This design comes from an exercise in tuning for small area, a short achievable clock period and few clock cycles on the open sky130 flow, not from production work.
Function was checked by simulation only, so behaviour that the tests miss may differ from the original.
Power and IR drop assume default switching activity.

Design Top, start of the top module:
module Top(
    Clk,
    Reset,
    Data_in,
    Wr_En,
    Outputs,
    Re
    );
make LEC_CHECK=0 ABC_AREA=1 CAP_MARGIN=20 CORE_MARGIN=2 CORE_UTILIZATION=65 CTS_BUF_LIST=sky130_fd_sc_hd__clkbuf_8 CTS_CLUSTER_DIAMETER=45 CTS_CLUSTER_SIZE=20 PLACE_DENSITY=0.75 SETUP_SLACK_MARGIN=4.3 SLEW_MARGIN=20 finish   # period 7.0 ns
run.sh (not shown) runs the stock make flow with config.mk's settings and CLKGATE_MAP_FILE= SYNTH_SCRIPT=/design/flow/synth_recipe.tcl, a recipe that flattens the netlist after the stock synthesis.
Testbench counts at the start, summed over its fixed seeds: cycles 11,427.
==> next run, changes <==
Settings changed: ABC_AREA 1 to unset, ABC_CLOCK_PERIOD_IN_PS set to 3000, SETUP_SLACK_MARGIN 4.3 to 4.15.
After rerunning: Fmax went down by a few percent. Register-to-register slack gets worse by 0.11 ns. Final area went up slightly. Clock skew went down by 0.0060 ns. Synthesized area barely changes. Wire length went up by roughly a tenth. Non-clock buffer count went up by 17. Worst setup slack gets worse by 0.11 ns. Core utilization went up by 0.56 points. Cell count went down by roughly a tenth. Total power went up by a few percent.
==> next run, changes <==
Settings changed: CTS_CLUSTER_DIAMETER 45 to 40, CTS_CLUSTER_SIZE 20 to 16, SETUP_SLACK_MARGIN 4.15 to 4.3.
=> The changed run completed with no timing, DRC or antenna violations; final area rises slightly; non-clock buffer count climbs by 22; die area is unchanged; sequential share of layout area went down by 0.64 points; utilization came out higher by 0.77 points; total power falls slightly; clock power went down slightly; global-route usage falls by 0.70 points.
==> next run, changes <==
Settings changed: SETUP_SLACK_MARGIN 4.3 to 4.15.
Effect: The changed run finished clean; flip-flop and latch count does not change; non-clock buffer count shrinks by 25; routed wire length falls slightly; combinational power barely changes; die area stays the same; fmax went down slightly.

Starting RTL as in the previous note.
==> flow/design.v (excerpt) <==
module Top(
    Clk,
    Reset,
    Data_in,
    Wr_En,
    Outputs,
    Re
    );
    input wire Clk;
    input wire Reset;
    input wire Wr_En;
    input wire [3:0] Data_in;
    output wire Outputs;
    output wire Re;
    reg       wr_q;
    reg [3:0] din_q;
    always @(posedge Clk or negedge Reset)
        if (~Reset) wr_q <= 1'b0;
        else        wr_q <= Wr_En;
    always @(posedge Clk) din_q <= Data_in;
    reg [9:0] dsel;
    always @(posedge Clk) begin : dec
        integer k;
        for (k = 0; k < 10; k = k + 1) dsel[k] <= (Data_in == k);
    end
    localparam ST_WR = 2'd0, ST_HUF = 2'd1, ST_OUT = 2'd2;
    reg [1:0] st;
    reg [8:0] wc;         
    reg [1:0] ph;         
    reg       gdone;      
    reg [3:0] hs;         
    reg [3:0] hso;        
    wire wactive = wr_q | (wc[8] & ~gdone);
    wire ins     = wactive & ph[1];
    wire first   = wr_q & (wc == 9'd0);
    wire [2:0] hin = wr_q ? din_q[3:1] : 3'd0;
    wire       lin = din_q[0];
    reg  [6:0] acc;
    reg  [1:0] lsb;
    wire [6:0] acc5 = {acc[4:0], 2'b00} + acc + {4'd0, hin};
    wire [9:0] grp  = {lsb[0], lsb[1], lin, acc5};
    always @(posedge Clk) begin
        if (wactive) begin
            if (ph == 2'd0) begin acc <= {4'd0, hin}; lsb[0] <= lin; end
            else            begin acc <= acc5;        lsb[1] <= lin; end
        end
    end
    localparam NG = 86;
    reg  [NG*10-1:0] ring;
    wire [9:0] slot0 = ring[9:0];
    always @(posedge Clk)
        ring <= {(ins ? grp : slot0), ring[NG*10-1:10]};
    reg [7:0] cnt  [0:9];
    reg  [7:0] cur;
    always @* begin : rd
        integer k;
        cur = 8'd0;
        for (k = 0; k < 10; k = k + 1) cur = cur | (cnt[k] & {8{dsel[k]}});
    end
    wire [7:0] inc = cur + 8'd1;
    reg  [9:0] cand;
    reg  [9:0] C1, C2;    
    reg  [7:0] v1, v2;    
    reg  [5:0] vacc;
    reg        multi;     
  ...
clock: 7.0 ns
lec_check: 0
abc_area: 1
cap_margin: 20
core_margin: 2
core_utilization: 65
cts_buf_list: sky130_fd_sc_hd__clkbuf_8
cts_cluster_diameter: 45
cts_cluster_size: 20
place_density: 0.75
setup_slack_margin: 4.45
slew_margin: 20
Testbench counts at the start, summed over its fixed seeds: cycles 11,427.
Then changed:
- CORE_UTILIZATION: 65 -> 62
- PLACE_DENSITY: 0.75 -> 0.7
- SETUP_SLACK_MARGIN: 4.45 -> 4.3
Effect: The new run ran to the end with no violations. Routed wire length is higher by about 0.8%. Sequential cell count stays the same. Core utilization went down by 3.9 points. Maximum frequency is higher by about 2.1%. Cell count rises by 1.4%.
Then changed:
- ABC_AREA: 1 -> unset
- ABC_CLOCK_PERIOD_IN_PS: unset -> 3000
- CORE_UTILIZATION: 62 -> 65
- CTS_CLUSTER_DIAMETER: 45 -> 50
- CTS_CLUSTER_SIZE: 20 -> 22
- PLACE_DENSITY: 0.7 -> 0.75
- SETUP_SLACK_MARGIN: 4.3 -> 4.15
Result: The changed run finished clean; count of clock-buffer cells in the layout goes down by 20; worst setup slack got worse by 150 ps; first-iteration DRC count goes up by about a fifth; design area shrinks by a few percent; hold slack stays flat; global-route usage climbs by 1.5 points; total power drops by a few percent; flip-flop and latch count is unchanged; combinational power rose by a few percent.
Then changed:
- ABC_AREA: unset -> 1
- ABC_CLOCK_PERIOD_IN_PS: 3000 -> unset
- CTS_CLUSTER_DIAMETER: 50 -> 40
- CTS_CLUSTER_SIZE: 22 -> 16
- SETUP_SLACK_MARGIN: 4.15 -> 4.3
The changed run finished with timing, DRC and antenna clean.
Area after synthesis stays flat.
Register-to-register slack is about the same.
Cell area went up slightly.
Power went up slightly.
Clock-buffer cell count climbs by 29.

juniper:
Starting RTL as in the previous note.
Settings: LEC_CHECK=0, ABC_AREA=1, CAP_MARGIN=20, CORE_MARGIN=2, CORE_UTILIZATION=65, CTS_BUF_LIST=sky130_fd_sc_hd__clkbuf_8, CTS_CLUSTER_DIAMETER=45, CTS_CLUSTER_SIZE=20, PLACE_DENSITY=0.75, SETUP_SLACK_MARGIN=4.15, SLEW_MARGIN=20; clock period 7.0 ns.
Testbench counts of juniper, summed over its fixed seeds: cycles 11,427.
Inputs modified between juniper and pepper:
- SETUP_SLACK_MARGIN: 4.15 -> 4.3
- SLEW_MARGIN: 20 -> 10
- CAP_MARGIN: 20 -> 10
## What came out
Of pepper and juniper, it is pepper that has the lower portion of the layout cell area used by clock cells. pepper vs. juniper: sink count of the clock tree closely matched the old numbers, smallest hold slack climbed 0.020 ns, post-synthesis share of cell area spent on xor and xnor gates barely changed, sequential fraction of design power now sits at about the same level. Diff juniper -> pepper: share of total power in combinational logic +1.0 points, total power comparable, critical path depth went down.

[what the ideal ports hide]
In the flow no input, the clock included, has a driving cell. The finished layouts below were timed again as built, in two steps.
Step 1 assumes that a clkbuf_16 drives the clock port and a buf_2 every other input.
Step 2 moves the port delays by t, midway between the first and last clock arrival at a register: inputs arrive t later, outputs are due t later. That takes back most of the time a late clock gives input paths.
a / b / c = no drivers / after step 1 / after step 2; a / b = the first two.
run | t (ns) | slack for setup (ns) | clock arrival spread, ns | slew at the worst register clock pin (ns) | worst slew at a driven data input, ns
the first run of note 1 | 0.774 | 4.168 / 4.168 / 4.168 | 0.063 / 0.063 | 0.12 / 0.12 | 0.03
the second run of note 1 | 0.799 | 4.055 / 4.055 / 4.055 | 0.054 / 0.053 | 0.11 / 0.11 | 0.04
the third run of note 1 | 0.800 | 4.134 / 4.134 / 3.867 | 0.043 / 0.043 | 0.10 / 0.10 | 0.04
the fourth run of note 1 | 0.799 | 4.092 / 4.092 / 4.092 | 0.040 / 0.041 | 0.10 / 0.10 | 0.04
the first run of note 2 | 0.763 | 4.154 / 4.154 / 4.154 | 0.049 / 0.050 | 0.12 / 0.12 | 0.04
the second run of note 2 | 0.794 | 4.214 / 4.204 / 4.214 | 0.036 / 0.036 | 0.12 / 0.12 | 0.04
the third run of note 2 | 0.768 | 4.062 / 4.062 / 4.062 | 0.045 / 0.045 | 0.12 / 0.12 | 0.04
the fourth run of note 2 | 0.786 | 4.068 / 4.068 / 4.068 | 0.057 / 0.057 | 0.10 / 0.10 | 0.03
juniper | 0.777 | 4.102 / 4.102 / 4.102 | 0.052 / 0.052 | 0.12 / 0.12 | 0.03
pepper | 0.774 | 4.168 / 4.168 / 4.168 | 0.063 / 0.063 | 0.12 / 0.12 | 0.03
After both steps every run listed still meets setup and hold. For the third run of note 1, which loses most, drivers alone change the setup slack by 0.000 ns; drivers and shift together by -0.267 ns.
